From an optimization exercise on the open Yosys and OpenROAD flow, aimed at small area; shortcuts taken in it are not production practice.
Function was checked by simulation only, so behaviour that the tests miss may differ from the original.
No activity file was given, so power comes from the tool's default toggle rates.

--- flow/flow/run.sh ---
#!/bin/bash
# The standard layout, with every port buffered by the smallest buffer
# (sky130_fd_sc_hd__buf_1) and clock tree synthesis without dummy loads.
set -euo pipefail
bash standard.sh "BUFFER_PORTS_ARGS=-buffer_cell sky130_fd_sc_hd__buf_1" \
  "CTS_ARGS=-sink_clustering_enable -repair_clock_nets -sink_clustering_size 30 -sink_clustering_max_diameter 110 -dont_use_dummy_load" \
  finish > standard_flow.log 2>&1
--- flow/config.mk ---
export PLATFORM = sky130hd
export DESIGN_NAME = udp_plus_fix
export DESIGN_NICKNAME = udp_plus_fix
export VERILOG_FILES = /design/flow/design.v
export SDC_FILE = /design/flow/constraint.sdc
export NUM_CORES = 4
export LEC_CHECK = 0
export CAP_MARGIN = 20
export CORE_MARGIN = 2
export CORE_UTILIZATION = 40
export SLEW_MARGIN = 20
--- flow/standard.sh ---
#!/bin/bash
# synth_recipe.tcl (not shown) runs the flow's synth.tcl, then flattens the netlist and writes it again
# the make line also repeats each setting of config.mk as NAME=value (left out here)
make -C /OpenROAD-flow-scripts/flow DESIGN_CONFIG=/design/flow/config.mk WORK_HOME=/design/flow/orfs CLKGATE_MAP_FILE= SYNTH_SCRIPT=/design/flow/synth_recipe.tcl "${@:-finish}"
--- flow/design.v ---
`timescale 1ns / 1ps
module udp_parser (
    input            clk,
    input            rst,
    input      [7:0] data_in,
    input            valid_in,
    output reg [7:0] payload_data,
    output           packet_done
);
    localparam IDLE    = 2'd0;
    localparam HEADER  = 2'd1;
    localparam PAYLOAD = 2'd2;
    reg [15:0] byte_count;
    reg [15:0] udp_length;
    reg [1:0]  c_state;
    wire [15:0] byte_count_inc = byte_count + 16'd1;
    always @(posedge clk or posedge rst) begin
        if (rst) byte_count <= 16'd0;
        else if (valid_in) byte_count <= byte_count_inc;
        else byte_count <= 16'd0;
    end
    always @(posedge clk or posedge rst) begin
        if (rst) udp_length <= 16'd0;
        else if (c_state == IDLE) udp_length <= 16'd0;
        else if (byte_count == 16'd4) udp_length[15:8] <= data_in;
        else if (byte_count == 16'd5) udp_length[7:0] <= data_in;
    end
    wire [15:0] diff = byte_count ^ udp_length;
    wire count_eq = ~|diff;
    wire count_eq_next = (diff == (byte_count ^ byte_count_inc));
    assign packet_done = count_eq & (c_state == IDLE);
    always @(posedge clk or posedge rst) begin
        if (rst) payload_data <= 8'd0;
        else if ((c_state == PAYLOAD) & valid_in) payload_data <= data_in;
        else payload_data <= 8'd0;
    end
    always @(posedge clk or posedge rst) begin
        if (rst) c_state <= IDLE;
        else case (c_state)
            IDLE:    if (valid_in) c_state <= HEADER;
            HEADER:  if (byte_count == 16'd7) c_state <= PAYLOAD;
            PAYLOAD: if (count_eq_next) c_state <= IDLE;
            default: ;
        endcase
    end
endmodule
`timescale 1ns / 1ps
module fix_parser (
    input        clk,
    input        rst,
    input  [7:0] data_in,
    output       msg_complete,
    output       tag_valid,
    output       tag_first,
    output       value_valid,
    output       value_first
);
localparam IDLE    = 3'b000;
localparam TAG     = 3'b100;
localparam EQUAL   = 3'b101;
localparam VALUE   = 3'b111;
localparam CONTROL = 3'b110;
localparam DONE    = 3'b010;
localparam RESET       = 3'b000;
localparam BEGINSTRING = 3'b001;
localparam BODY_LENGTH = 3'b011;
localparam BODY        = 3'b010;
localparam CHECKSUM    = 3'b110;
reg [2:0] c_state, n_state;
reg [2:0] c_s, n_s;
reg [7:0] LENGTH [0:4];
reg body_length_done;
wire body_length_value_en = (c_s == BODY_LENGTH) & (n_state == VALUE);
reg [16:0] remaining;
wire [7:0]  new_digit = data_in - 8'h30;
wire [16:0] L4 = {9'd0, LENGTH[4]};
wire [16:0] L4n = ~L4;
wire [16:0] pushed_value = (remaining << 3) + (remaining << 1) + {9'd0, new_digit}
                         + (L4 << 15) + (L4n << 11) + (L4 << 8) + (L4 << 6) + (L4 << 5)
                         + 17'd2039;
assign tag_valid    = (n_state == TAG);
assign tag_first    = tag_valid & (c_state != TAG);
assign value_valid  = (n_state == VALUE);
assign value_first  = (c_state == EQUAL);
assign msg_complete = (c_state == DONE);
wire length_keep = (c_s == BODY_LENGTH) | (c_s == BODY);
wire length_hold = length_keep & ~body_length_value_en;
wire [39:0] length_q = {LENGTH[4], LENGTH[3], LENGTH[2], LENGTH[1], LENGTH[0]};
wire [39:0] length_shift = {LENGTH[3], LENGTH[2], LENGTH[1], LENGTH[0], data_in - 8'h30};
wire [39:0] length_d = (length_shift & {40{body_length_value_en}}) | (length_q & {40{length_hold}});
always @(posedge clk) begin
    remaining <= body_length_value_en ? pushed_value :
                 (c_s == BODY_LENGTH) ? remaining :
                 (c_s == BODY) ? remaining - 17'd1 : 17'd1;
    body_length_done <= (remaining == 17'd0);
    LENGTH[0] <= length_d[7:0];
    LENGTH[1] <= length_d[15:8];
    LENGTH[2] <= length_d[23:16];
    LENGTH[3] <= length_d[31:24];
    LENGTH[4] <= length_d[39:32];
end
always @(posedge clk or posedge rst) begin
    if (rst) c_state <= IDLE;
    else c_state <= n_state;
end
always @(*) begin
    n_state = c_state;
    case (c_state)
    IDLE:    if ((n_s == BEGINSTRING) | (n_s == BODY) | (n_s == BODY_LENGTH)) n_state = TAG;
    TAG:     if (data_in == 8'h3d) n_state = EQUAL;
    EQUAL:   n_state = VALUE;
    VALUE:   if (data_in == 8'h01) n_state = (c_s == CHECKSUM) ? DONE : CONTROL;
    CONTROL: n_state = TAG;
    DONE:    n_state = IDLE;
    default: ;
    endcase
end
always @(posedge clk or posedge rst) begin
    if (rst) c_s <= RESET;
    else c_s <= n_s;
end
always @(*) begin
    n_s = c_s;
    case (c_s)
    RESET:       if (data_in == 8'h38) n_s = BEGINSTRING;
    BEGINSTRING: if (data_in == 8'h01) n_s = BODY_LENGTH;
    BODY_LENGTH: if (data_in == 8'h01) n_s = BODY;
    BODY:        if (body_length_done) n_s = CHECKSUM;
    CHECKSUM:    if (data_in == 8'h01) n_s = RESET;
    default: ;
    endcase
end
endmodule
`timescale 1ns / 1ps
module fix_to_order_book (
    input             clk,
    input             rst,
    input      [7:0]  data,
    input             msg_complete,
    input             tag_valid,
    input             tag_first,
    input             value_valid,
    input             value_first,
    output            msg_valid,
    output            msg_type,
    output     [47:0] symbol_id,
    output            side,
    output     [63:0] price,
    output     [63:0] quantity,
    output     [31:0] order_id
);
    localparam [4:0] S_zzz = 5'd0;
    localparam [4:0] S_E = 5'd1;
    localparam [4:0] S_z = 5'd2;
    localparam [4:0] S_zz = 5'd3;
    localparam [4:0] S_zz1 = 5'd4;
    localparam [4:0] S_zzz1 = 5'd5;
    localparam [4:0] S_zzz3 = 5'd6;
    localparam [4:0] S_zzz5 = 5'd7;
    localparam [4:0] S_zz15 = 5'd8;
    localparam [4:0] S_zzz35 = 5'd17;
    localparam [4:0] S_zzz11 = 5'd18;
    localparam [4:0] S_zz150 = 5'd19;
    localparam [4:0] S_zzz39 = 5'd20;
    localparam [4:0] S_zzz54 = 5'd21;
    localparam [4:0] S_zz151 = 5'd22;
    localparam [4:0] S_zzz55 = 5'd23;
    localparam [4:0] S_zzz31 = 5'd24;
    function [4:0] dfa_next(input [4:0] s, input [7:0] b);
      begin
        case (s)
          S_zzz: begin
            if (b == 8'h00) dfa_next = S_zzz;
            else if (b == 8'h31) dfa_next = S_zzz1;
            else if (b == 8'h33) dfa_next = S_zzz3;
            else if (b == 8'h35) dfa_next = S_zzz5;
            else dfa_next = S_E;
          end
          S_E: begin
            if (b == 8'h00) dfa_next = S_z;
            else dfa_next = S_E;
          end
          S_z: begin
            if (b == 8'h00) dfa_next = S_zz;
            else dfa_next = S_E;
          end
          S_zz: begin
            if (b == 8'h00) dfa_next = S_zzz;
            else if (b == 8'h31) dfa_next = S_zz1;
            else dfa_next = S_E;
          end
          S_zz1: begin
            if (b == 8'h00) dfa_next = S_z;
            else if (b == 8'h35) dfa_next = S_zz15;
            else dfa_next = S_E;
          end
          S_zzz1: begin
            if (b == 8'h00) dfa_next = S_z;
            else if (b == 8'h31) dfa_next = S_zzz11;
            else if (b == 8'h35) dfa_next = S_zz15;
            else dfa_next = S_E;
          end
          S_zzz3: begin
            if (b == 8'h00) dfa_next = S_z;
            else if (b == 8'h31) dfa_next = S_zzz31;
            else if (b == 8'h35) dfa_next = S_zzz35;
            else if (b == 8'h39) dfa_next = S_zzz39;
            else dfa_next = S_E;
          end
          S_zzz5: begin
            if (b == 8'h00) dfa_next = S_z;
            else if (b == 8'h34) dfa_next = S_zzz54;
            else if (b == 8'h35) dfa_next = S_zzz55;
            else dfa_next = S_E;
          end
          S_zz15: begin
            if (b == 8'h00) dfa_next = S_z;
            else if (b == 8'h30) dfa_next = S_zz150;
            else if (b == 8'h31) dfa_next = S_zz151;
            else dfa_next = S_E;
          end
          S_zzz35: begin
            if (b == 8'h00) dfa_next = S_z;
            else dfa_next = S_E;
          end
          S_zzz11: begin
            if (b == 8'h00) dfa_next = S_z;
            else dfa_next = S_E;
          end
          S_zz150: begin
            if (b == 8'h00) dfa_next = S_z;
            else dfa_next = S_E;
          end
          S_zzz39: begin
            if (b == 8'h00) dfa_next = S_z;
            else dfa_next = S_E;
          end
          S_zzz54: begin
            if (b == 8'h00) dfa_next = S_z;
            else dfa_next = S_E;
          end
          S_zz151: begin
            if (b == 8'h00) dfa_next = S_z;
            else dfa_next = S_E;
          end
          S_zzz55: begin
            if (b == 8'h00) dfa_next = S_z;
            else dfa_next = S_E;
          end
          S_zzz31: begin
            if (b == 8'h00) dfa_next = S_z;
            else dfa_next = S_E;
          end
          default: dfa_next = S_E;
        endcase
      end
    endfunction
    localparam [3:0] C_NONE      = 4'd0;
    localparam [3:0] C_MSGTYPE   = 4'd1;
    localparam [3:0] C_CLORDID   = 4'd2;
    localparam [3:0] C_EXECTYPE  = 4'd3;
    localparam [3:0] C_ORDSTATUS = 4'd4;
    localparam [3:0] C_SIDE      = 4'd5;
    localparam [3:0] C_LEAVESQTY = 4'd6;
    localparam [3:0] C_SYMBOL    = 4'd7;
    localparam [3:0] C_LASTPX    = 4'd8;
    localparam [2:0] E_NONE = 3'd0, E_0 = 3'd1, E_F = 3'd2, E_4 = 3'd3, E_5 = 3'd4;
    localparam [1:0] O_NONE = 2'd0, O_0 = 2'd1, O_12 = 2'd2, O_4 = 2'd3;
    reg [4:0]  tag_dfa;
    reg [3:0]  tag_class;
    reg [63:0] value_stack;
    reg        MsgType8;
    reg [2:0]  ExecType;
    reg [1:0]  OrdStatus;
    reg [31:0] ClOrdID_n;
    reg [47:0] Symbol_n;
    reg        Side;
    reg [63:0] LeavesQty_n, LastPx_n;
    reg        mc1, mc2, mc3, mc4;
    reg        is_exec;
    wire tag_end = value_first;
    always @(posedge clk) begin
        if (tag_first) tag_dfa <= dfa_next(S_zzz, data);
        else if (tag_valid) tag_dfa <= dfa_next(tag_dfa, data);
    end
    always @(posedge clk or posedge rst) begin
        if (rst) tag_class <= C_NONE;
        else if (tag_end) tag_class <= tag_dfa[4] ? tag_dfa[3:0] : C_NONE;
    end
    reg [63:0] value_stack_n;
    always @(posedge clk) begin
        if (value_first) value_stack_n <= {56'hffffffffffffff, ~data};
        else if (value_valid) value_stack_n <= {value_stack_n[55:0], ~data};
    end
    always @(*) value_stack = ~value_stack_n;
    wire [7:0] v0 = value_stack[7:0];
    wire clear = mc4 & ~tag_end;
    wire wr_clordid   = tag_end & (tag_class == C_CLORDID);
    wire wr_symbol    = tag_end & (tag_class == C_SYMBOL);
    wire wr_leavesqty = tag_end & (tag_class == C_LEAVESQTY);
    wire wr_lastpx    = tag_end & (tag_class == C_LASTPX);
    reg has_clordid, has_symbol, has_leavesqty, has_lastpx;
    always @(posedge clk) begin
        if (wr_clordid)   ClOrdID_n   <= value_stack_n[31:0];
        if (wr_symbol)    Symbol_n    <= value_stack_n[47:0];
        if (wr_leavesqty) LeavesQty_n <= value_stack_n;
        if (wr_lastpx)    LastPx_n    <= value_stack_n;
    end
    always @(posedge clk or posedge rst) begin
        if (rst) begin
            has_clordid <= 1'b0; has_symbol <= 1'b0; has_leavesqty <= 1'b0; has_lastpx <= 1'b0;
        end else if (tag_end) begin
            if (wr_clordid)   has_clordid <= 1'b1;
            if (wr_symbol)    has_symbol <= 1'b1;
            if (wr_leavesqty) has_leavesqty <= 1'b1;
            if (wr_lastpx)    has_lastpx <= 1'b1;
        end else if (clear) begin
            has_clordid <= 1'b0; has_symbol <= 1'b0; has_leavesqty <= 1'b0; has_lastpx <= 1'b0;
        end
    end
    always @(posedge clk or posedge rst) begin
        if (rst) begin
            MsgType8  <= 1'b0;
            ExecType  <= E_NONE;
            OrdStatus <= O_NONE;
            Side      <= 1'b0;
        end else if (tag_end) begin
            case (tag_class)
            C_MSGTYPE:   MsgType8 <= (v0 == 8'h38);
            C_EXECTYPE:  ExecType <= (v0 == 8'h30) ? E_0 : (v0 == 8'h46) ? E_F :
                                     (v0 == 8'h34) ? E_4 : (v0 == 8'h35) ? E_5 : E_NONE;
            C_ORDSTATUS: OrdStatus <= (v0 == 8'h30) ? O_0 :
                                      (v0 == 8'h31 || v0 == 8'h32) ? O_12 :
                                      (v0 == 8'h34) ? O_4 : O_NONE;
            C_SIDE:      Side <= v0[0];
            default: ;
            endcase
        end else if (clear) begin
            MsgType8  <= 1'b0;
            ExecType  <= E_NONE;
            OrdStatus <= O_NONE;
            Side      <= 1'b0;
        end
    end
    always @(posedge clk or posedge rst) begin
        if (rst) begin
            mc1 <= 1'b0; mc2 <= 1'b0; mc3 <= 1'b0; mc4 <= 1'b0;
            is_exec <= 1'b0;
        end else begin
            mc1 <= msg_complete; mc2 <= mc1; mc3 <= mc2; mc4 <= mc3;
            if (msg_complete) is_exec <= MsgType8;
        end
    end
    wire accepted = ((ExecType == E_0) & (OrdStatus == O_0)) |
                    ((ExecType == E_F) & (OrdStatus == O_12)) |
                    ((ExecType == E_4) & (OrdStatus == O_4)) |
                    (ExecType == E_5);
    wire shown = (mc2 | mc3) & is_exec;
    wire sel = shown & accepted;
    assign msg_valid = shown;
    assign msg_type  = ~(sel & ~((ExecType == E_0) & (OrdStatus == O_0)));
    assign symbol_id = ~(Symbol_n    | {48{~(sel & has_symbol)}});
    assign side      = sel & Side;
    assign price     = ~(LastPx_n    | {64{~(sel & has_lastpx)}});
    assign quantity  = ~(LeavesQty_n | {64{~(sel & has_leavesqty)}});
    assign order_id  = ~(ClOrdID_n   | {32{~(sel & has_clordid)}});
endmodule
`timescale 1ns / 1ps
module udp_plus_fix(
    input         clk,
    input         rst,
    input  [7:0]  data_in,
    input         valid_in,
    output        fix_packet_done_in,
    output        msg_valid,
    output        msg_type,
    output [47:0] symbol_id,
    output        side,
    output [63:0] price,
    output [63:0] quantity,
    output [31:0] order_id
    );
    wire [7:0] fix_data;
    wire msg_complete, tag_valid, tag_first, value_valid, value_first;
    udp_parser udp(
        .clk(clk), .rst(rst), .data_in(data_in), .valid_in(valid_in),
        .payload_data(fix_data), .packet_done(fix_packet_done_in));
    fix_parser fp(
        .clk(clk), .rst(rst), .data_in(fix_data),
        .msg_complete(msg_complete), .tag_valid(tag_valid), .tag_first(tag_first),
        .value_valid(value_valid), .value_first(value_first));
    fix_to_order_book fto(
        .clk(clk), .rst(rst), .data(fix_data), .msg_complete(msg_complete),
        .tag_valid(tag_valid), .tag_first(tag_first),
        .value_valid(value_valid), .value_first(value_first),
        .msg_valid(msg_valid), .msg_type(msg_type), .symbol_id(symbol_id),
        .side(side), .price(price), .quantity(quantity), .order_id(order_id));
endmodule
--- flow/constraint.sdc ---
create_clock -name core_clock -period 10.0 [get_ports {clk}]
set_input_delay 2.0000 -clock core_clock [delete_from_list [all_inputs] [get_ports {clk}]]
set_output_delay 2.0000 -clock core_clock [all_outputs]
set_load 0.01 [all_outputs]
==> results of run 1 <==
[cell type report]
class                   instances  share of cell area, %
multi-input cells            1060                  32.87
clock buffers                  17                  2.167
well taps                     592                  3.774
repair buffers                234                  4.704
inverters                      79                  1.511
flip-flops and latches        403                  54.97
[registers in the layout, indices dropped and copies added (netlist names), 4 cells and up]
register           cells
fp.LENGTH             40
fp.remaining          17
fto.ClOrdID_n         32
fto.LastPx_n          64
fto.LeavesQty_n       64
fto.Symbol_n          48
fto.tag_class          4
fto.tag_dfa            5
fto.value_stack_n     64
udp.byte_count        16
udp.payload_data       8
udp.udp_length        16
[Yosys cell counts, types with 14 or more instances]
cell	instances	area, um2
nand2_1	235	882.1
dfrtp_1	68	1702
dfxtp_1	97	1942
nor3_1	17	85.08
ha_1	43	538.0
clkbuf_1	58	217.7
nor2_1	281	1055
inv_1	78	292.8
xnor2_1	45	394.1
buf_2	21	105.1
o22ai_1	14	87.58
o21ai_0	34	170.2
xor2_1	27	236.5
nand3_1	121	605.6
fa_1	35	700.7
edfxtp_1	238	7147
mux2i_1	19	190.2
a21oi_1	20	100.1
[per-stage QoR]
stage               setup slack, ns  instance area [um2]  utilization [%]  hold slack [ns]
finish                        4.976                19630            44.48           0.3610
global route                  4.704                19630            44.48           0.3721
CTS                           4.855                19630            44.48           0.3658
detailed placement            5.463                19200            43.52           0.3381
global placement              5.554                19200            43.52           0.3355
floorplan                     3.787                17830                -           0.3312
[cells by family (layout without fill, tap and decap cells)]
family	Yosys count	count (layout)	share of synthesized area, %
simple gates	756	756	19.22
mux	20	20	1.129
flops	403	403	60.50
compound gates	134	134	5.044
buf+inv	163	330	3.620
fa+ha+maj	78	78	6.945
xor+xnor	72	72	3.536
[worst min-delay path by stage]
stage	slack [ns]	cells past startpoint	end	from
2_1_floorplan	0.33	0	fto.mc2	fto.mc1
3_3_place_gp	0.34	0	fto.mc2	fto.mc1
3_5_place_dp	0.34	0	fto.mc2	fto.mc1
4_1_cts	0.37	0	fto.mc2	fto.mc1
5_1_grt	0.37	0	fto.mc2	fto.mc1
6_report	0.36	0	fto.mc2	fto.mc1
[critical path, delay by kind of cell (launching register included)]
family / cells / cell delay, ns
AO/OA/AOI/OAI: 2 / 0.23
buffers and inverters: 2 / 0.60
flip-flops: 1 / 0.45
AND/OR/NAND/NOR: 4 / 1.19
[where the power goes]
| part | switching, mW | total, mW | internal [mW] |
|---|---|---|---|
| sequential | 0.0291 | 1.79 | 1.76 |
| combinational | 0.0606 | 0.108 | 0.0473 |
| clock | 0.480 | 0.789 | 0.309 |
| total | 0.569 | 2.69 | 2.12 |
[routing by layer]
metal | track usage, % | up-vias
met5 | 0 | -
met4 | 3.724 | 0
met3 | 1.883 | 50
met2 | 29.41 | 365
met1 | 25.62 | 5970
li1 | - | 5849
==> reports/qor.yml, run 1 <==
cts:
  numCtsBuffers: 17
  tritoncts: "built"
  cts_sinks: 403
  clk_pin_slew_ns: 0.12
  htreeDepth: 1
  clk_latency_ns: 0.54
  clockBufferDepth: 3
  cts_resized: 0
  post-cts-setup-buffers: 0
  holdBufCountCts: 0
  clockRootBuffer: "clkbuf_16"
drt:
  wl_met2_mm: 19.56
  dr_wl_met3_mm: 2.169
  highest_layer: "met4"
  dr.pass1.iters: 5
  vias: 12230
  drt_iter0_drc: 789
  via_per_inst: 5.130
  avgRoutedWirePerCell_um: 17.47
  drt-met1-wl_mm: 19.23
  routed_wl_mm: 41.66
  antenna_left: 0
  drc: 0
die:
  die_area_mm2: 0.04629
  die_width_um: 215.2
  die_h_um: 215.2
  core_area_mm2: 0.04412
  initial_core_util_pct: 40.42
  design.portCount: 223
  rows: 77
placed_design:
  routabilityCongestion: 0.8360
  place_inst: 2368
  portBuffers: 222
  dp_hpwl_mm: 28.50
sta:
  relSlewSlack_pct: 33.55
  drv_slew: 0
  hold_violations: 0
  finalSetupViolations: 0
  fin_setup_tns_ns: 0
  max_freq_mhz: 199.0
  rsz0062_at_grt: "no"
  fin_worst_skew_ns: 0.05397
  period_needed_ns: 5.024
  worst_slew_pin_slew_ns: 0.9967
  finalCritPeriodShare_pct: 50.24
logic_synthesis:
  syn_nets: 1715
  async_flop_share_pct: 16.87
  syn_inst: 1626
  yosys_register_bits: 403
  synth_cell_types: 79
  avgSynthCellArea_um2: 10.97
  yosysSeqAreaShare_pct: 60.50
  yosys_warnings: 4
  ys.flop_type: "edfxtp_1"
  synth-edff-count: 238
  netlist_area_mm2: 0.01783
final_layout:
  multi_input_area_mm2: 0.006452
  final_common_cell: "nor2_1"
  stdcell_count: 2385
  nNetsFinal: 1884
  area_growth_pct: 10.06
  drive_above_1_share_pct: 4.016
  nFillCells: 4171
  diodes: 0
  register_area_mm2: 0.01079
  final_cell_mix: "nor2_1 (279), edfxtp_1 (238), nand2_1 (231)"
worst_setup_path:
  max_stage_delay_ns: 0.46
  worstReg2RegStart: "udp.payload_data[4]"
  path_class: "reg2out"
  critPathArrivalTime_ns: 3.02
  crit_path_end_kind: "primary output"
  cp_max_fo: 38
  cp-endpoint: "quantity[15]"
  slowest_stage: "nand2_2"
  r2r-end: "fp.remaining[16]"
  worstPathCellList: "nor3_1 -> a31oi_1 -> o22ai_1 -> and2_0 -> nand2_2 -> buf_4 -> nor2_1 -> buf_1"
  crit_path_start: "fto.ExecType[0]"
  reg2reg_slack_ns: 5.54
  setup.worst_path.start_class: "flop"
  r2r_cells: 12
  cp.required_ns: 8.00
grt:
  overflow: 0
  antenna_found_initial: 0
  track_usage_pct: 17.85
  grt_max_degree: 69
  grt_first_pass_wirelength_mm: 66.91
  grt_pass1_vias: 12000
hold_path:
  hp-class: "reg2reg"
power_and_ir_drop:
  p_per_area_mw_per_mm2: 137.1
  ir_drop_mv: 0.1015
  p_leak_nw: 8.581
  power_mw: 2.691
job:
  cap_violations: 0
outcome:
  status: "complete, no violations"
==> run 2, diff against run 1 <==
==> flow/flow/run.sh (replaced) <==
#!/bin/bash
# The standard layout, with every port buffered by the smallest buffer
# (sky130_fd_sc_hd__buf_1) and clock tree synthesis without dummy loads.
set -euo pipefail
bash standard.sh "BUFFER_PORTS_ARGS=-buffer_cell sky130_fd_sc_hd__buf_1" \
  "CTS_ARGS=-sink_clustering_enable -repair_clock_nets -sink_clustering_size 16 -sink_clustering_max_diameter 70 -sink_clustering_buffer sky130_fd_sc_hd__clkbuf_8 -dont_use_dummy_load" \
  finish > standard_flow.log 2>&1
==> run 2 against run 1 <==
Net effect: non-clock buffer count is the same; global-route usage grew 0.31 points; count of clock-buffer cells in the layout grew 17; largest cell class unchanged; cell count grew 0.71%; worst setup slack gained 0.022 ns; die area is the same; utilization grew 0.22 points.
==> reports/qor.yml, run 2 <==
logic_synthesis:
  syn_inst: 1626
  async_flop_share_pct: 16.87
  yosysTopAreaCell: "edfxtp_1"
  synth_cell_types: 79
  synthTopCellsByArea: "edfxtp_1 (40%), dfxtp_1 (11%), dfrtp_1 (9.5%)"
  syn_nets: 1715
  synth_compound_area_share_pct: 5.044
  avgSynthCellArea_um2: 10.97
  yosysMostFrequentCell: "nor2_1"
  synth-edff-count: 238
  yosysSeqAreaShare_pct: 60.50
  netlist_top_cells_count: "nor2_1 (281), edfxtp_1 (238), nand2_1 (235)"
  synth_top_family_by_area: "simple AND/OR/NAND/NOR gates"
  yosys.area_share.simple_pct: 19.22
  yosys_warnings: 4
  ys.flop_type: "edfxtp_1"
  synthMuxAreaShare_pct: 1.130
  synth-xor-area-share_pct: 3.536
  yosys_register_bits: 403
  synthAdderAreaFrac_pct: 6.945
  synth_top_cell_area_share_pct: 40.07
  netlist_area_mm2: 0.01783
power_and_ir_drop:
  ir_drop_mv: 0.1033
  seqPwrFrac_pct: 64.9
  internal-power_mw: 2.164
  power_switching_mw: 0.6006
  p_clk_share_pct: 31.2
  swShare_pct: 21.72
  p_comb_share_pct: 3.9
  p_per_area_mw_per_mm2: 140.2
  p_leak_nw: 8.641
  power_mw: 2.765
die:
  die_area_mm2: 0.04629
  initial_core_util_pct: 40.42
  rows: 77
  design.portCount: 223
  die_width_um: 215.2
  core_area_mm2: 0.04412
  die_h_um: 215.2
cts:
  holdBufCountCts: 0
  post-cts-setup-buffers: 0
  clockRootBuffer: "clkbuf_16"
  cts_resized: 0
  cts_sinks: 403
  clockBufferDepth: 3
  htreeDepth: 2
  clk_pin_slew_ns: 0.09
  tritoncts: "built"
  numCtsBuffers: 34
  clk_latency_ns: 0.53
drt:
  via_per_inst: 5.120
  drc: 0
  routed_wl_mm: 42.12
  avgRoutedWirePerCell_um: 17.53
  vias: 12300
  dr.pass1.iters: 5
  antenna_left: 0
  drt_iter0_drc: 851
grt:
  grt_max_degree: 69
  antenna_found_initial: 0
  overflow: 0
  track_usage_pct: 18.16
  grt_pass1_vias: 12040
  grt_first_pass_wirelength_mm: 67.30
outcome:
  status: "complete, no violations"
placed_design:
  routabilityCongestion: 0.8360
  portBuffers: 222
  preCtsSetupSlack_ns: 5.463
  placed_area_mm2: 0.01920
  dp_hpwl_mm: 28.50
final_layout:
  area_growth_pct: 10.61
  nFillCells: 4159
  final_common_cell: "nor2_1"
  diodes: 0
  design_area_mm2: 0.01973
  final_cell_mix: "nor2_1 (279), edfxtp_1 (238), nand2_1 (231)"
  top_regs: "fto.LastPx_n: 64 flops, fto.LeavesQty_n: 64 flops, fto.value_stack_n: 64 flops"
  nNetsFinal: 1901
  drive_above_1_share_pct: 4.917
worst_setup_path:
  cp_max_fo: 38
  cp_num_buf_inv: 2
  setup.worst_path.start_class: "flop"
  critPathArrivalTime_ns: 3.00
  slowest_stage: "nand2_2"
  max_stage_delay_ns: 0.46
  critical_path.top_delay_family: "simple AND/OR/NAND/NOR gates"
  crit_path_end_kind: "primary output"
  path_class: "reg2out"
  worstPathCellList: "nand2_1 -> nor3_1 -> a31oi_1 -> o22ai_1 -> and2_0 -> nand2_2 -> buf_4 -> nor2_1 -> buf_1"
  cp.required_ns: 8.00
sta:
  fin_setup_tns_ns: 0
  max_freq_mhz: 199.9
  hold_violations: 0
  hold_ws_ns: 0.3543
  drv_slew: 0
  setup_ws_ns: 4.998
  finalCritPeriodShare_pct: 50.02
  period_needed_ns: 5.002
  relSlewSlack_pct: 34.36
  rsz0062_at_grt: "no"
  fin_worst_skew_ns: 0.04258
  worst_slew_pin_slew_ns: 0.9812
  finalSetupViolations: 0
hold_path:
  hp-class: "reg2reg"
job:
  cap_violations: 0
[run 2: path summary, 6_finish.rpt]
check	startpoint	to	slack, ns	depth (start not counted)
setup / recovery	fto.OrdStatus[1]	quantity[15]	5.00	9
hold / removal	fto.mc1	fto.mc2	0.35	0
setup reg to reg	udp.payload_data[4]	fp.remaining[16]	5.58	12
hold reg to reg	fto.mc1	fto.mc2	0.35	0
max in group asynchronous	rst	udp.udp_length[5]	7.67	3
min in group asynchronous	rst	fto.MsgType8	1.73	3
[run 2: area by class of cell]
class                           count  area, um2  share of cell area, %
Clock buffer                       34      524.3                  2.657
Inverter                           79      296.5                  1.503
Multi-Input combinational cell   1060       6452                  32.71
Sequential cell                   403      10790                  54.70
Tap cell                          592      740.7                  3.755
Timing Repair Buffer              234      923.4                  4.681
[run 2: worst register-to-register path: stages, from the launching register on]
cell and delay, ns:
dfrtp_1 0.46, ha_1 0.26, xnor2_1 0.29, fa_1 0.50, fa_1 0.46, fa_1 0.49
ha_1 0.25, or4_1 0.50, a21oi_1 0.27, o211ai_1 0.16, a31oi_1 0.21, xnor2_1 0.19
o21ai_1 0.09
[run 2: routing by layer]
metal	part of all wire, %	GRT usage [%]
met1	46	25.67
met2	46	29.29
met3	5.4	2.675
met4	1.9	4.874
met5	0	0
[run 2: cells by family (layout without fill, tap and decap cells)]
logic type	after synthesis	after routing
buf+inv	163	347
xor+xnor	72	72
flops	403	403
fa+ha+maj	78	78
simple gates	756	756
compound gates	134	134
mux	20	20
[run 2: power groups by stage]
stage	logic, mW	clock network [mW]	registers (mW)
floorplan	0.0888	0	1.82
global placement	0.105	0	1.83
detailed placement	0.108	0	1.83
CTS	0.109	0.896	1.79
global route	0.124	0.950	1.80
finish	0.108	0.863	1.79
[run 2: metrics by stage]
| stage | instances | utilization [%] |
|---|---|---|
| CTS | 2402 | 44.70 |
| detailed placement | 2368 | 43.52 |
| floorplan | 1626 | - |
| finish | 2402 | 44.71 |
| global placement | 2368 | 43.52 |
| global route | 2402 | 44.71 |
==> run 3, diff against run 2 <==
==> flow/flow/run.sh (replaced) <==
#!/bin/bash
# The standard layout, with every port buffered by the smallest buffer
# (sky130_fd_sc_hd__buf_1) and clock tree synthesis without dummy loads.
set -euo pipefail
bash standard.sh "BUFFER_PORTS_ARGS=-buffer_cell sky130_fd_sc_hd__buf_1" \
  "CTS_ARGS=-sink_clustering_enable -repair_clock_nets -sink_clustering_size 10 -sink_clustering_max_diameter 50 -sink_clustering_buffer sky130_fd_sc_hd__clkbuf_4 -dont_use_dummy_load" \
  finish > standard_flow.log 2>&1
==> run 3 against run 2 <==
Net effect: wire length grew 0.33%; synthesized cell count stayed put; count of clock-buffer cells in the layout is 17 higher; largest power group unchanged; register-to-register slack worse by 0.04 ns; highest routed layer unchanged; critical path type unchanged; utilization is 0.12 points lower; via count rose by 0.50%; first-iteration DRC count fell by 0.59%; clock power shrank 5.0%.
==> reports/qor.yml, run 3 <==
grt:
  globalRouteMet2Util_pct: 29.46
  grt_pass1_vias: 12240
  met3_usage_pct: 3.539
  grt_max_degree: 69
  overflow: 0
  antenna_found_initial: 1
  grt_first_pass_wirelength_mm: 67.97
  top_usage_layer: "met2"
  track_usage_pct: 18.33
  met1_usage_pct: 25.52
drt:
  drc: 0
  routed_wl_mm: 42.26
  avgRoutedWirePerCell_um: 17.47
  via_per_inst: 5.110
  dr.pass1.iters: 5
  vias: 12360
  drt_iter0_drc: 846
  antenna_left: 0
worst_setup_path:
  worstPathCellList: "nor3_1 -> a31oi_1 -> o22ai_1 -> and2_0 -> nand2_2 -> buf_4 -> nor2_1 -> buf_1"
  cp_max_fo: 38
  slowest_stage: "nand2_2"
  critPathArrivalTime_ns: 3.03
  setup.worst_path.start_class: "flop"
  path_class: "reg2out"
  critical_path.top_delay_family: "simple AND/OR/NAND/NOR gates"
  cp.required_ns: 8.00
  crit_path_end_kind: "primary output"
  cp_num_buf_inv: 2
  max_stage_delay_ns: 0.46
sta:
  drv_slew: 0
  rsz0062_at_grt: "no"
  setup_ws_ns: 4.968
  fin_setup_tns_ns: 0
  hold_violations: 0
  fin_worst_skew_ns: 0.06966
  finalSetupViolations: 0
  worst_slew_pin_slew_ns: 0.9959
  relSlewSlack_pct: 33.61
  hold_ws_ns: 0.3181
  finalCritPeriodShare_pct: 50.32
  period_needed_ns: 5.032
  max_freq_mhz: 198.7
final_layout:
  area_growth_pct: 10.31
  stdcell_count: 2419
  diodes: 0
  drive_above_1_share_pct: 5.802
  final_cell_mix: "nor2_1 (279), edfxtp_1 (238), nand2_1 (231)"
  nNetsFinal: 1918
  final_common_cell: "nor2_1"
  top_regs: "fto.LastPx_n: 64 flops, fto.LeavesQty_n: 64 flops, fto.value_stack_n: 64 flops"
outcome:
  status: "complete, no violations"
die:
  core_area_mm2: 0.04412
  die_width_um: 215.2
  rows: 77
  die_h_um: 215.2
  die_area_mm2: 0.04629
  design.portCount: 223
  initial_core_util_pct: 40.42
cts:
  tritoncts: "built"
  post-cts-setup-buffers: 0
  holdBufCountCts: 0
  clk_pin_slew_ns: 0.11
  clockRootBuffer: "clkbuf_16"
  numCtsBuffers: 51
  htreeDepth: 2
  cts_resized: 0
  clk_latency_ns: 0.54
  clockBufferDepth: 3
  cts_sinks: 403
hold_path:
  hp-class: "reg2reg"
logic_synthesis:
  synthTopCellsByArea: "edfxtp_1 (40%), dfxtp_1 (11%), dfrtp_1 (9.5%)"
  netlist_top_cells_count: "nor2_1 (281), edfxtp_1 (238), nand2_1 (235)"
  synthAdderAreaFrac_pct: 6.945
  synthMuxAreaShare_pct: 1.130
  netlist_area_mm2: 0.01783
  yosysSeqAreaShare_pct: 60.50
  synth_compound_area_share_pct: 5.044
  syn_inst: 1626
  synth_top_family_by_area: "simple AND/OR/NAND/NOR gates"
  synth_top_cell_area_share_pct: 40.07
  syn_nets: 1715
  yosysTopAreaCell: "edfxtp_1"
  synth_cell_types: 79
  synth-xor-area-share_pct: 3.536
  yosysMostFrequentCell: "nor2_1"
  avgSynthCellArea_um2: 10.97
  yosys_register_bits: 403
  ys.flop_type: "edfxtp_1"
  synth-edff-count: 238
  yosys.area_share.simple_pct: 19.22
  async_flop_share_pct: 16.87
  yosys_warnings: 4
placed_design:
  routabilityCongestion: 0.8360
  portBuffers: 222
  preCtsSetupSlack_ns: 5.463
  dp_hpwl_mm: 28.50
  place_inst: 2368
power_and_ir_drop:
  p_per_area_mw_per_mm2: 138.4
  power_mw: 2.722
  ir_drop_mv: 0.09057
  p_leak_nw: 8.644
job:
  cap_violations: 0
-- run 3: logic make-up after synthesis --
| group | Yosys count |
|---|---|
| buf+inv | 163 |
| fa+ha+maj | 78 |
| compound gates | 134 |
| flops | 403 |
| mux | 20 |
| xor+xnor | 72 |
| simple gates | 756 |
-- run 3: routing by layer --
layer  vias up  share of wire, %
met4         0               1.9
met2       383                46
met1      5984                46
met5         -                 0
li1       5932                 -
met3        61               5.9
-- run 3: final timing paths --
check,from,endpoint,slack [ns],cells after the start
max in group asynchronous,rst,fto.mc2,7.67,3
min in group asynchronous,rst,fto.ExecType[2],1.71,3
hold reg to reg,fto.mc2,fto.mc3,0.32,0
setup / recovery,fto.ExecType[0],quantity[15],4.97,8
hold / removal,fto.mc2,fto.mc3,0.32,0
setup reg to reg,udp.payload_data[4],fp.remaining[16],5.54,12
-- run 3: stage by stage --
step	instance area (um2)	utilization [%]
after global placement	19200	43.52
final	19670	44.59
after detailed placement	19200	43.52
after global routing	19670	44.59
after CTS	19670	44.58
after floorplan	17830	-
-- run 3: cell type report --
type	count	area (um2)
Clock buffer	51	470.5
Fill cell	4176	24450
Inverter	79	296.5
Multi-Input combinational cell	1060	6452
Sequential cell	403	10790
Tap cell	592	740.7
Timing Repair Buffer	234	923.4
-- run 3: worst register-to-register path, stage by stage (launching register included) --
cell and delay, ns:
dfrtp_1 0.46, ha_1 0.26, xnor2_1 0.29, fa_1 0.50
fa_1 0.46, fa_1 0.49, ha_1 0.24, or4_1 0.50
a21oi_1 0.28, o211ai_1 0.16, a31oi_1 0.21, xnor2_1 0.19
o21ai_1 0.09
-- run 3: power by group --
group / internal, mW / switching (mW)
Combinational: 0.0473 / 0.0607
Sequential: 1.77 / 0.0293
Clock: 0.305 / 0.515
Total: 2.12 / 0.605
==> run 4, diff against run 3 <==
==> flow/flow/run.sh (replaced) <==
#!/bin/bash
# The standard layout, with every port buffered by the smallest buffer
# (sky130_fd_sc_hd__buf_1) and clock tree synthesis without dummy loads.
set -euo pipefail
bash standard.sh "BUFFER_PORTS_ARGS=-buffer_cell sky130_fd_sc_hd__buf_1" \
  "CTS_ARGS=-sink_clustering_enable -repair_clock_nets -sink_clustering_size 25 -sink_clustering_max_diameter 100 -dont_use_dummy_load" \
  finish > standard_flow.log 2>&1
==> run 4 against run 3 <==
Net effect: cell count shrank 1.2%; fmax decreased by 0.18%; first-iteration DRC count is 13% lower; largest cell class unchanged; critical path type unchanged.
==> reports/qor.yml, run 4 <==
sta:
  relSlewSlack_pct: 33.21
  rsz0062_at_grt: "no"
  finalCritPeriodShare_pct: 50.41
  max_freq_mhz: 198.4
  worst_slew_pin_slew_ns: 1.002
  period_needed_ns: 5.041
  drv_slew: 0
  fin_worst_skew_ns: 0.04678
  hold_violations: 0
  fin_setup_tns_ns: 0
  finalSetupViolations: 0
die:
  die_area_mm2: 0.04629
  rows: 77
  die_width_um: 215.2
  core_area_mm2: 0.04412
  initial_core_util_pct: 40.42
  die_h_um: 215.2
  design.portCount: 223
final_layout:
  top_regs: "fto.LastPx_n: 64 flops, fto.LeavesQty_n: 64 flops, fto.value_stack_n: 64 flops"
  area_growth_pct: 10.62
  final_common_cell: "nor2_1"
  drive_above_1_share_pct: 4.229
  nNetsFinal: 1888
  diodes: 0
  post-route-util_pct: 44.71
  final_cell_mix: "nor2_1 (279), edfxtp_1 (238), nand2_1 (231)"
worst_setup_path:
  worstReg2RegStart: "udp.payload_data[4]"
  critPathArrivalTime_ns: 3.04
  cp.required_ns: 8.00
  reg2reg_slack_ns: 5.59
  setup.worst_path.start_class: "flop"
  crit_path_end_kind: "primary output"
  path_class: "reg2out"
  worstPathCellList: "nand2_1 -> nor3_1 -> a31oi_1 -> o22ai_1 -> and2_0 -> nand2_2 -> buf_4 -> nor2_1 -> buf_1"
  r2r_cells: 12
  max_stage_delay_ns: 0.47
  r2r-end: "fp.remaining[16]"
  cp_max_fo: 38
  slowest_stage: "nand2_2"
logic_synthesis:
  yosysTopAreaCell: "edfxtp_1"
  syn_inst: 1626
  ys.flop_type: "edfxtp_1"
  async_flop_share_pct: 16.87
  synth_top_cell_area_share_pct: 40.07
  yosys_register_bits: 403
  netlist_top_cells_count: "nor2_1 (281), edfxtp_1 (238), nand2_1 (235)"
  synth-edff-count: 238
  netlist_area_mm2: 0.01783
  yosysSeqAreaShare_pct: 60.50
  yosys_warnings: 4
  synthTopCellsByArea: "edfxtp_1 (40%), dfxtp_1 (11%), dfrtp_1 (9.5%)"
  syn_nets: 1715
  synth_cell_types: 79
  yosysMostFrequentCell: "nor2_1"
  avgSynthCellArea_um2: 10.97
power_and_ir_drop:
  ir_drop_mv: 0.1213
  p_clk_share_pct: 31.4
  internal-power_mw: 2.188
  swShare_pct: 21.09
  p_leak_nw: 8.630
  p_per_area_mw_per_mm2: 140.6
  seqPwrFrac_pct: 64.7
  power_switching_mw: 0.5848
  p_comb_share_pct: 3.9
grt:
  grt_pass1_vias: 12020
  grt_first_pass_wirelength_mm: 67.03
  grt_max_degree: 69
  overflow: 0
  track_usage_pct: 17.94
  antenna_found_initial: 0
hold_path:
  hp-class: "reg2reg"
  whs_path_depth: 0
  holdPathEnd: "fto.mc2"
  hp-start: "fto.mc1"
cts:
  cts_resized: 0
  clk_latency_ns: 0.55
  clockBufferDepth: 3
  numCtsBuffers: 21
  htreeDepth: 1
  clockRootBuffer: "clkbuf_16"
  holdBufCountCts: 0
  cts_sinks: 403
  post-cts-setup-buffers: 0
  tritoncts: "built"
  clk_pin_slew_ns: 0.10
placed_design:
  portBuffers: 222
  dp_hpwl_mm: 28.50
  routabilityCongestion: 0.8360
job:
  cap_violations: 0
drt:
  routed_wl_mm: 41.90
  vias: 12290
  antenna_left: 0
  dr.pass1.iters: 5
  drt_iter0_drc: 732
  via_per_inst: 5.143
  drc: 0
  avgRoutedWirePerCell_um: 17.54
outcome:
  status: "complete, no violations"
[run 4: cell types whose count changed in the layout (fill, tap and decap cells not counted), sizes merged]
cell	previous run	this run
clkbuf	51	21
[run 4: how the worst max path moves through the flow]
stage          cells after the start               to             start  slack [ns]
3_5_place_dp                       8      order_id[9]  fto.OrdStatus[1]        5.46
5_1_grt                            8     symbol_id[1]  fto.OrdStatus[1]        4.69
4_1_cts                            8      order_id[9]  fto.OrdStatus[1]        4.85
2_1_floorplan                      5  fto.Symbol_n[0]     fp.c_state[2]        3.79
3_3_place_gp                       7      order_id[9]   fto.ExecType[0]        5.55
6_report                           9     quantity[15]  fto.OrdStatus[1]        4.96
[run 4: per-stage QoR]
| step | hold slack [ns] | instances | instance area, um2 | power, mW | worst slack (ns) |
|---|---|---|---|---|---|
| after global routing | 0.3595 | 2389 | 19730 | 2.879 | 4.694 |
| after global placement | 0.3355 | 2368 | 19200 | 1.936 | 5.554 |
| after CTS | 0.3537 | 2389 | 19730 | 2.805 | 4.854 |
| after floorplan | 0.3312 | 1626 | 17830 | 1.909 | 3.787 |
| final | 0.3484 | 2389 | 19730 | 2.773 | 4.959 |
| after detailed placement | 0.3381 | 2368 | 19200 | 1.940 | 5.463 |
[run 4: power by group through the flow]
stage / sequential, mW / combinational, mW / clock [mW]
4_1_cts: 1.79 / 0.109 / 0.901
6_report: 1.79 / 0.108 / 0.871
5_1_grt: 1.80 / 0.124 / 0.958
3_3_place_gp: 1.83 / 0.105 / 0
3_5_place_dp: 1.83 / 0.108 / 0
2_1_floorplan: 1.82 / 0.0888 / 0
[run 4: cells by family (layout without fill, tap and decap cells)]
group / count (synthesis) / after routing / share of synthesized area, %
and+or+nand+nor: 756 / 756 / 19.22
AOI/OAI and AO/OA: 134 / 134 / 5.044
DFF: 403 / 403 / 60.50
buffers and inverters: 163 / 334 / 3.620
xor gates and xnor gates: 72 / 72 / 3.536
adders and majority gates: 78 / 78 / 6.945
muxes: 20 / 20 / 1.129
[run 4: final cells by class]
| class | count | area (um2) |
|---|---|---|
| clock buffers | 21 | 525.5 |
| inverters | 79 | 296.5 |
| well taps | 592 | 740.7 |
| fillers | 4155 | 24400 |
| repair buffers | 234 | 923.4 |
| multi-input cells | 1060 | 6452 |
| flip-flops and latches | 403 | 10790 |
[run 4: per-layer routing]
metal | vias to the layer above | wire [um] | global-route usage, %
li1 | 5858 | - | -
met1 | 6018 | 19510 | 25.70
met2 | 356 | 19500 | 29.30
met3 | 54 | 2092 | 2.406
met4 | 0 | 798 | 3.586
met5 | - | 0 | 0
[run 4: worst max-delay path, delay by kind of cell, from the launching register on]
family	cells	cell delay (ns)
buffers and inverters	2	0.61
flip-flops	1	0.40
AO/OA/AOI/OAI	2	0.23
AND/OR/NAND/NOR	5	1.24
==> run 5, diff against run 4 <==
--- a/flow/design.v
+++ b/flow/design.v
@@ -65,6 +65,6 @@
 localparam BEGINSTRING = 3'b001;
 localparam BODY_LENGTH = 3'b011;
-localparam BODY        = 3'b010;
-localparam CHECKSUM    = 3'b110;
+localparam BODY        = 3'b111;
+localparam CHECKSUM    = 3'b100;
 reg [2:0] c_state, n_state;
 reg [2:0] c_s, n_s;
==> run 5 against run 4 <==
Net effect: die area shrank 0.43%; total power is 62% higher; critical path depth shrank 2; cell count fell by 0.33%; cell area shrank 0.34%; critical path type unchanged; critical endpoint is now symbol_id[44].
==> reports/qor.yml, run 5 <==
drt:
  via_per_inst: 5.087
  avgRoutedWirePerCell_um: 17.45
  routed_wl_mm: 41.54
  dr.pass1.iters: 5
  antenna_left: 0
  drc: 0
  vias: 12110
  drt_iter0_drc: 1021
sta:
  relSlewSlack_pct: 35.67
  finalCritPeriodShare_pct: 50.08
  worst_slew_pin_slew_ns: 0.9615
  hold_violations: 0
  max_freq_mhz: 199.7
  setup_ws_ns: 4.992
  finalSetupViolations: 0
  rsz0062_at_grt: "no"
  drv_slew: 0
  fin_worst_skew_ns: 0.05195
  fin_setup_tns_ns: 0
  period_needed_ns: 5.008
  hold_ws_ns: 0.3686
final_layout:
  stdcell_count: 2381
  post-route-util_pct: 44.66
  design_area_mm2: 0.01966
  final_common_cell: "nor2_1"
  register_area_mm2: 0.01079
  area_growth_pct: 10.73
  nFillCells: 4163
  multi_input_area_mm2: 0.006364
  top_regs: "fto.LastPx_n: 64 flops, fto.LeavesQty_n: 64 flops, fto.value_stack_n: 64 flops"
  nNetsFinal: 1880
  final_cell_mix: "nor2_1 (264), edfxtp_1 (238), nand2_1 (237)"
  drive_above_1_share_pct: 3.410
  diodes: 0
logic_synthesis:
  synth_cell_types: 75
  yosysMostFrequentCell: "nor2_1"
  avgSynthCellArea_um2: 11.00
  synthTopCellsByArea: "edfxtp_1 (40%), dfxtp_1 (11%), dfrtp_1 (9.6%)"
  ys.flop_type: "edfxtp_1"
  async_flop_share_pct: 16.87
  netlist_area_mm2: 0.01776
  yosys_register_bits: 403
  synth-edff-count: 238
  yosysSeqAreaShare_pct: 60.77
  syn_inst: 1615
  syn_nets: 1704
  netlist_top_cells_count: "nor2_1 (265), nand2_1 (241), edfxtp_1 (238)"
  yosysTopAreaCell: "edfxtp_1"
  yosys_warnings: 4
  synth_top_cell_area_share_pct: 40.25
placed_design:
  routabilityCongestion: 0.8754
  preCtsSetupSlack_ns: 5.485
  dp_hpwl_mm: 28.16
  place_inst: 2360
  portBuffers: 222
  placed_area_mm2: 0.01913
cts:
  holdBufCountCts: 0
  htreeDepth: 1
  clk_latency_ns: 0.55
  tritoncts: "built"
  clk_pin_slew_ns: 0.10
  cts_resized: 0
  post-cts-setup-buffers: 0
  numCtsBuffers: 21
  clockBufferDepth: 3
  clockRootBuffer: "clkbuf_16"
  cts_sinks: 403
die:
  core_area_mm2: 0.04403
  design.portCount: 223
  rows: 77
  die_width_um: 214.7
  initial_core_util_pct: 40.33
  die_area_mm2: 0.04609
  die_h_um: 214.7
grt:
  grt_max_degree: 69
  antenna_found_initial: 0
  track_usage_pct: 17.76
  grt_first_pass_wirelength_mm: 66.27
  grt_pass1_vias: 11820
  overflow: 0
worst_setup_path:
  cp.required_ns: 8.00
  slowest_stage: "nand2_2"
  cp_num_buf_inv: 1
  path_class: "reg2out"
  worstReg2RegStart: "udp.payload_data[4]"
  r2r_cells: 15
  critPathArrivalTime_ns: 3.01
  cp_max_fo: 48
  max_stage_delay_ns: 0.61
  reg2reg_slack_ns: 5.52
  worstPathCellList: "xnor2_1 -> a31oi_1 -> o22ai_1 -> and2_0 -> nand2_2 -> nor2_1 -> buf_1"
  r2r-end: "fp.remaining[16]"
  setup.worst_path.start_class: "flop"
  crit_path_end_kind: "primary output"
  critical_path.top_delay_family: "simple AND/OR/NAND/NOR gates"
job:
  cap_violations: 0
power_and_ir_drop:
  p_leak_nw: 7.021
  ir_drop_mv: 0.1954
  power_mw: 4.502
  p_per_area_mw_per_mm2: 229.0
hold_path:
  holdPathEnd: "fto.mc2"
  hp-class: "reg2reg"
  hp-start: "fto.mc1"
  whs_path_depth: 0
outcome:
  status: "complete, no violations"
[run 5: cell families (layout without fill, tap and decap cells)]
kind of cell | Yosys count | count (layout) | share of synthesized area (%)
buffers and inverters | 164 | 338 | 3.657
AO/OA/AOI/OAI | 136 | 136 | 5.144
AND/OR/NAND/NOR | 740 | 740 | 18.64
XOR/XNOR | 71 | 71 | 3.502
flip-flops | 403 | 403 | 60.77
adder cells (fa/ha/maj) | 78 | 78 | 6.976
multiplexers | 23 | 23 | 1.318
[run 5: area by class of cell]
cell class | count | share of cell area [%]
Inverter | 81 | 1.546
Timing Repair Buffer | 236 | 4.773
Multi-Input combinational cell | 1048 | 32.36
Sequential cell | 403 | 54.88
Clock buffer | 21 | 2.673
Tap cell | 592 | 3.767
[run 5: how the worst max path moves through the flow]
stage | start | endpoint | slack (ns) | cells past startpoint
CTS | fto.ExecType[1] | order_id[22] | 4.87 | 7
global placement | udp.payload_data[4] | fp.remaining[16] | 5.63 | 15
floorplan | fp.c_state[2] | fto.Symbol_n[0] | 3.74 | 5
finish | fto.ExecType[1] | symbol_id[44] | 4.99 | 7
global route | fto.ExecType[1] | symbol_id[44] | 4.72 | 8
detailed placement | fto.ExecType[1] | order_id[22] | 5.49 | 7
[run 5: layer usage]
layer | share of wire (%) | vias up | track usage, %
li1 | - | 5847 | -
met1 | 46 | 5907 | 24.89
met2 | 48 | 310 | 29.56
met3 | 4.8 | 48 | 2.406
met4 | 1.6 | 0 | 3.796
met5 | 0 | - | 0
[run 5: where the power goes]
group | total, mW | internal (mW) | leakage, nW | switching, mW
Combinational | 1.71 | 0.762 | 3.26 | 0.943
Clock | 0.877 | 0.376 | 0.259 | 0.501
Sequential | 1.92 | 1.82 | 3.51 | 0.0968
Total | 4.50 | 2.96 | 7.02 | 1.54
==> run 6, diff against run 5 <==
==> flow/flow/run.sh (replaced) <==
#!/bin/bash
# The standard layout, with every port buffered by the smallest buffer
# (sky130_fd_sc_hd__buf_1) and clock tree synthesis without dummy loads.
set -euo pipefail
bash standard.sh "BUFFER_PORTS_ARGS=-buffer_cell sky130_fd_sc_hd__buf_1" \
  "CTS_ARGS=-sink_clustering_enable -repair_clock_nets -sink_clustering_size 18 -sink_clustering_max_diameter 75 -sink_clustering_buffer sky130_fd_sc_hd__clkbuf_8 -tree_buf sky130_fd_sc_hd__clkbuf_4 -dont_use_dummy_load" \
  finish > standard_flow.log 2>&1
==> run 6 against run 5 <==
Net effect: largest cell class unchanged; largest power group unchanged; still clean; flip-flop and latch count did not move; cell count increased by 0.34%; wire length up 0.14%.
==> reports/qor.yml, run 6 <==
job:
  cap_violations: 0
worst_setup_path:
  cp.depth: 7
  cp.required_ns: 8.00
  slowest_stage: "nand2_2"
  worstReg2RegStart: "udp.payload_data[4]"
  setup.worst_path.start_class: "flop"
  cp_max_fo: 48
  reg2reg_slack_ns: 5.48
  crit_path_start: "fto.ExecType[1]"
  critPathArrivalTime_ns: 3.00
  r2r-end: "fp.remaining[16]"
  critical_path.top_delay_family: "simple AND/OR/NAND/NOR gates"
  r2r_cells: 15
  cp-endpoint: "symbol_id[44]"
  path_class: "reg2out"
  max_stage_delay_ns: 0.61
  cp_num_buf_inv: 1
  crit_path_end_kind: "primary output"
  worstPathCellList: "xnor2_1 -> a31oi_1 -> o22ai_1 -> and2_0 -> nand2_2 -> nor2_1 -> buf_1"
final_layout:
  nNetsFinal: 1888
  final_cell_mix: "nor2_1 (264), edfxtp_1 (238), nand2_1 (237)"
  drive_above_1_share_pct: 3.840
  final_common_cell: "nor2_1"
  diodes: 0
  area_growth_pct: 10.21
  top_regs: "fto.LastPx_n: 64 flops, fto.LeavesQty_n: 64 flops, fto.value_stack_n: 64 flops"
logic_synthesis:
  syn_inst: 1615
  synth_top_cell_area_share_pct: 40.25
  async_flop_share_pct: 16.87
  netlist_top_cells_count: "nor2_1 (265), nand2_1 (241), edfxtp_1 (238)"
  ys.flop_type: "edfxtp_1"
  synth-edff-count: 238
  yosys_warnings: 4
  avgSynthCellArea_um2: 11.00
  synthTopCellsByArea: "edfxtp_1 (40%), dfxtp_1 (11%), dfrtp_1 (9.6%)"
  yosysTopAreaCell: "edfxtp_1"
  yosysSeqAreaShare_pct: 60.77
  netlist_area_mm2: 0.01776
  synth_cell_types: 75
  yosys_register_bits: 403
  yosysMostFrequentCell: "nor2_1"
  syn_nets: 1704
sta:
  relSlewSlack_pct: 36.14
  worst_slew_pin_slew_ns: 0.9546
  rsz0062_at_grt: "no"
  hold_violations: 0
  period_needed_ns: 5.000
  drv_slew: 0
  max_freq_mhz: 200.0
  finalSetupViolations: 0
  fin_setup_tns_ns: 0
  fin_worst_skew_ns: 0.05993
  finalCritPeriodShare_pct: 50.00
cts:
  cts_resized: 0
  htreeDepth: 1
  post-cts-setup-buffers: 0
  numCtsBuffers: 29
  holdBufCountCts: 0
  clk_latency_ns: 0.55
  tritoncts: "built"
  cts_sinks: 403
  clk_pin_slew_ns: 0.10
  clockBufferDepth: 3
  clockRootBuffer: "clkbuf_16"
outcome:
  status: "complete, no violations"
grt:
  grt_max_degree: 69
  grt_first_pass_wirelength_mm: 66.65
  track_usage_pct: 17.83
  top_usage_layer: "met2"
  met1_usage_pct: 24.76
  overflow: 0
  grt_pass1_vias: 11930
  met3_usage_pct: 2.449
  antenna_found_initial: 0
  globalRouteMet2Util_pct: 29.69
power_and_ir_drop:
  p_clk_share_pct: 17.7
  p_comb_share_pct: 38.7
  power_switching_mw: 1.535
  ir_drop_mv: 0.1951
  internal-power_mw: 2.873
  p_leak_nw: 6.986
  seqPwrFrac_pct: 43.6
  power_mw: 4.408
  swShare_pct: 34.82
  p_per_area_mw_per_mm2: 225.2
hold_path:
  hp-class: "reg2reg"
die:
  core_area_mm2: 0.04403
  die_width_um: 214.7
  rows: 77
  die_h_um: 214.7
  design.portCount: 223
  initial_core_util_pct: 40.33
  die_area_mm2: 0.04609
drt:
  via_per_inst: 5.094
  vias: 12170
  dr.pass1.iters: 5
  avgRoutedWirePerCell_um: 17.41
  drt_iter0_drc: 889
  drc: 0
  antenna_left: 0
  routed_wl_mm: 41.60
placed_design:
  dp_hpwl_mm: 28.16
  portBuffers: 222
  routabilityCongestion: 0.8754
==> run 6: kinds of logic after synthesis <==
logic type,share of synthesized area (%)
AOI/OAI and AO/OA,5.144
and+or+nand+nor,18.64
buffers and inverters,3.657
muxes,1.318
DFF,60.77
adders and majority gates,6.976
xor gates and xnor gates,3.502
==> run 6: worst min-delay path by stage <==
| stage | from | end | slack [ns] | depth (start not counted) |
|---|---|---|---|---|
| 6_report | fto.mc1 | fto.mc2 | 0.37 | 0 |
| 5_1_grt | fto.mc1 | fto.mc2 | 0.39 | 0 |
| 4_1_cts | fto.mc1 | fto.mc2 | 0.38 | 0 |
| 3_5_place_dp | fto.mc1 | fto.mc2 | 0.35 | 0 |
| 3_3_place_gp | fto.mc1 | fto.mc2 | 0.33 | 0 |
| 2_1_floorplan | fto.mc1 | fto.mc2 | 0.33 | 0 |
==> run 6: stage by stage <==
step | setup WS (ns) | instance area [um2] | instances | utilization [%] | hold slack (ns)
2_1_floorplan | 3.737 | 17760 | 1615 | - | 0.3312
3_3_place_gp | 5.630 | 19130 | 2360 | 43.46 | 0.3326
3_5_place_dp | 5.485 | 19130 | 2360 | 43.46 | 0.3516
4_1_cts | 4.858 | 19570 | 2389 | 44.44 | 0.3765
5_1_grt | 4.693 | 19570 | 2389 | 44.45 | 0.3885
6_report | 5.000 | 19570 | 2389 | 44.45 | 0.3686
==> run 6: routing by layer <==
metal  wire, um  part of all wire, %
met1      18890                   45
met2      19830                   48
met3       2104                  5.1
met4        776                  1.9
met5          0                    0
==> run 6: power groups by stage <==
stage               Combinational, mW  Sequential (mW)  Clock (mW)
detailed placement               1.69             1.95           0
finish                           1.71             1.92       0.780
CTS                              1.71             1.92       0.816
global placement                 1.66             1.95           0
floorplan                        1.38             1.91           0
global route                     1.96             1.93       0.871
==> run 6: final cells by class <==
| cell class | instances | area (um2) |
|---|---|---|
| multi-input cells | 1048 | 6364 |
| fillers | 4162 | 24460 |
| inverters | 81 | 304.0 |
| well taps | 592 | 740.7 |
| repair buffers | 236 | 938.4 |
| flip-flops and latches | 403 | 10790 |
| clock buffers | 29 | 432.9 |
==> run 7, diff against run 6 <==
==> flow/flow/run.sh (replaced) <==
#!/bin/bash
# The standard layout, with every port buffered by the smallest buffer
# (sky130_fd_sc_hd__buf_1) and clock tree synthesis without dummy loads.
set -euo pipefail
bash standard.sh "BUFFER_PORTS_ARGS=-buffer_cell sky130_fd_sc_hd__buf_1" \
  "CTS_ARGS=-sink_clustering_enable -repair_clock_nets -sink_clustering_size 16 -sink_clustering_max_diameter 70 -sink_clustering_buffer sky130_fd_sc_hd__clkbuf_8 -tree_buf sky130_fd_sc_hd__clkbuf_4 -root_buf sky130_fd_sc_hd__clkbuf_8 -dont_use_dummy_load" \
  finish > standard_flow.log 2>&1
==> run 7 against run 6 <==
Net effect: clock power rose by 6.0%; worst hold slack improved by 0.018 ns; still clean; flip-flop and latch count did not move; non-clock buffer count did not move; synthesized area did not move; cell area rose by 0.25%; via count rose by 0.17%; sequential share of layout area fell by 0.14 points; combinational power barely moved; wire length rose by 0.33%; clock skew rose by 0.037 ns; worst setup slack got worse by 0.078 ns.
==> reports/qor.yml, run 7 <==
drt:
  via_per_inst: 5.090
  drc: 0
  avgRoutedWirePerCell_um: 17.43
  vias: 12190
  antenna_left: 0
  drt_iter0_drc: 955
  dr.pass1.iters: 5
  routed_wl_mm: 41.73
logic_synthesis:
  async_flop_share_pct: 16.87
  syn_nets: 1704
  yosysTopAreaCell: "edfxtp_1"
  yosys_warnings: 4
  yosysSeqAreaShare_pct: 60.77
  yosys_register_bits: 403
  netlist_top_cells_count: "nor2_1 (265), nand2_1 (241), edfxtp_1 (238)"
  ys.flop_type: "edfxtp_1"
  synth_top_cell_area_share_pct: 40.25
  syn_inst: 1615
  yosysMostFrequentCell: "nor2_1"
  synthTopCellsByArea: "edfxtp_1 (40%), dfxtp_1 (11%), dfrtp_1 (9.6%)"
  synth-edff-count: 238
  synth_cell_types: 75
  avgSynthCellArea_um2: 11.00
  netlist_area_mm2: 0.01776
die:
  core_area_mm2: 0.04403
  rows: 77
  die_area_mm2: 0.04609
  die_h_um: 214.7
  design.portCount: 223
  initial_core_util_pct: 40.33
  die_width_um: 214.7
final_layout:
  final_common_cell: "nor2_1"
  stdcell_count: 2395
  top_regs: "fto.LastPx_n: 64 flops, fto.LeavesQty_n: 64 flops, fto.value_stack_n: 64 flops"
  drive_above_1_share_pct: 4.160
  final_cell_mix: "nor2_1 (264), edfxtp_1 (238), nand2_1 (237)"
  nNetsFinal: 1894
  area_growth_pct: 10.48
  diodes: 0
grt:
  track_usage_pct: 18.04
  grt_first_pass_wirelength_mm: 66.80
  overflow: 0
  grt_max_degree: 69
  antenna_found_initial: 0
  grt_pass1_vias: 11970
cts:
  numCtsBuffers: 35
  clockBufferDepth: 3
  tritoncts: "built"
  post-cts-setup-buffers: 0
  htreeDepth: 2
  cts_sinks: 403
  clockRootBuffer: "clkbuf_8"
  clk_pin_slew_ns: 0.10
  cts_resized: 0
  clk_latency_ns: 0.61
  holdBufCountCts: 0
hold_path:
  holdPathEnd: "fto.mc4"
  whs_path_depth: 0
  hp-class: "reg2reg"
  hp-start: "fto.mc3"
worst_setup_path:
  slowest_stage: "nand2_2"
  crit_path_end_kind: "primary output"
  path_class: "reg2out"
  critical_path.top_delay_family: "simple AND/OR/NAND/NOR gates"
  max_stage_delay_ns: 0.62
  reg2reg_slack_ns: 5.47
  worstPathCellList: "xnor2_1 -> a31oi_1 -> o22ai_1 -> and2_0 -> nand2_2 -> nor2_1 -> buf_1"
  cp.required_ns: 8.00
  setup.worst_path.start_class: "flop"
  r2r-end: "fp.remaining[16]"
  cp_max_fo: 48
  critPathArrivalTime_ns: 3.08
  r2r_cells: 15
  cp_num_buf_inv: 1
  worstReg2RegStart: "udp.payload_data[4]"
power_and_ir_drop:
  p_leak_nw: 7.014
  p_per_area_mw_per_mm2: 226.8
  ir_drop_mv: 0.1956
sta:
  period_needed_ns: 5.078
  hold_violations: 0
  finalSetupViolations: 0
  finalCritPeriodShare_pct: 50.78
  worst_slew_pin_slew_ns: 0.9762
  rsz0062_at_grt: "no"
  fin_worst_skew_ns: 0.09670
  max_freq_mhz: 196.9
  drv_slew: 0
  relSlewSlack_pct: 34.69
  fin_setup_tns_ns: 0
placed_design:
  routabilityCongestion: 0.8754
  place_inst: 2360
  dp_hpwl_mm: 28.16
  portBuffers: 222
job:
  cap_violations: 0
outcome:
  status: "complete, no violations"
-- run 7: cell counts after synthesis --
No cell type changed its count.
-- run 7: per-stage QoR --
step	worst slack, ns	total power [mW]	cell area, um2	util [%]	hold slack, ns
floorplan	3.737	3.288	17760	-	0.3312
global route	4.616	4.810	19620	44.56	0.3964
CTS	4.762	4.488	19620	44.55	0.3757
finish	4.922	4.450	19620	44.56	0.3869
global placement	5.630	3.613	19130	43.46	0.3326
detailed placement	5.485	3.641	19130	43.46	0.3516
-- run 7: logic make-up after synthesis --
| logic type | after synthesis | share of synthesized area [%] |
|---|---|---|
| adders and majority gates | 78 | 6.976 |
| DFF | 403 | 60.77 |
| xor gates and xnor gates | 71 | 3.502 |
| muxes | 23 | 1.318 |
| buffers and inverters | 164 | 3.657 |
| AOI/OAI and AO/OA | 136 | 5.144 |
| and+or+nand+nor | 740 | 18.64 |
-- run 7: cell type report --
type	count	area (um2)
Fill cell	4177	24410
Timing Repair Buffer	236	938.4
Sequential cell	403	10790
Inverter	81	304.0
Tap cell	592	740.7
Clock buffer	35	481.7
Multi-Input combinational cell	1048	6364
-- run 7: routing by layer --
metal | up-vias | wire, um | track usage (%)
li1 | 5870 | - | -
met1 | 5934 | 19240 | 24.89
met2 | 327 | 19750 | 29.57
met3 | 60 | 1857 | 2.732
met4 | 0 | 884 | 5.301
met5 | - | 0 | 0
-- run 7: worst max-delay path by stage --
stage / startpoint / to / slack [ns] / cells after the start
finish: fto.ExecType[1] / symbol_id[45] / 4.92 / 7
CTS: fto.ExecType[1] / order_id[22] / 4.76 / 7
global route: fto.ExecType[1] / symbol_id[45] / 4.62 / 8
detailed placement: fto.ExecType[1] / order_id[22] / 5.49 / 7
global placement: udp.payload_data[4] / fp.remaining[16] / 5.63 / 15
floorplan: fp.c_state[2] / fto.Symbol_n[0] / 3.74 / 5
-- run 7: power breakdown --
group | leakage [nW] | switching, mW | internal (mW)
clock network | 0.252 | 0.512 | 0.314
logic | 3.26 | 0.942 | 0.763
registers | 3.51 | 0.0961 | 1.82

separate check: timing with driven ports:
The results above use ideal ports. As a check the final layouts listed here were re-extracted and re-timed, cells and wires unchanged.
Step 1, drivers: a clkbuf_16 drives clk and a buf_2 each remaining input, both assumed.
Step 2 also shifts input and output timing later by t, the mid clock arrival at the registers, as if the neighbouring blocks saw the same clock.
Three values: ideal ports, drivers, drivers and shift; two values: the first two.
run	t (ns)	setup slack, ns	worst setup path after step 2	slew at the worst register clock pin (ns)
run 1	0.565	4.976 / 4.925 / 5.490	register to output	0.12 / 0.12
run 2	0.561	4.998 / 4.944 / 5.505	register to output	0.10 / 0.10
run 3	0.558	4.968 / 4.918 / 5.476	register to output	0.11 / 0.11
run 4	0.578	4.959 / 4.907 / 5.485	register to output	0.10 / 0.10
run 5	0.577	4.992 / 4.939 / 5.515	register to output	0.11 / 0.11
run 6	0.572	5.000 / 4.945 / 5.480	register to register	0.12 / 0.12
run 7	0.615	4.922 / 4.874 / 5.467	register to register	0.10 / 0.10
After both steps every run listed still meets setup and hold.
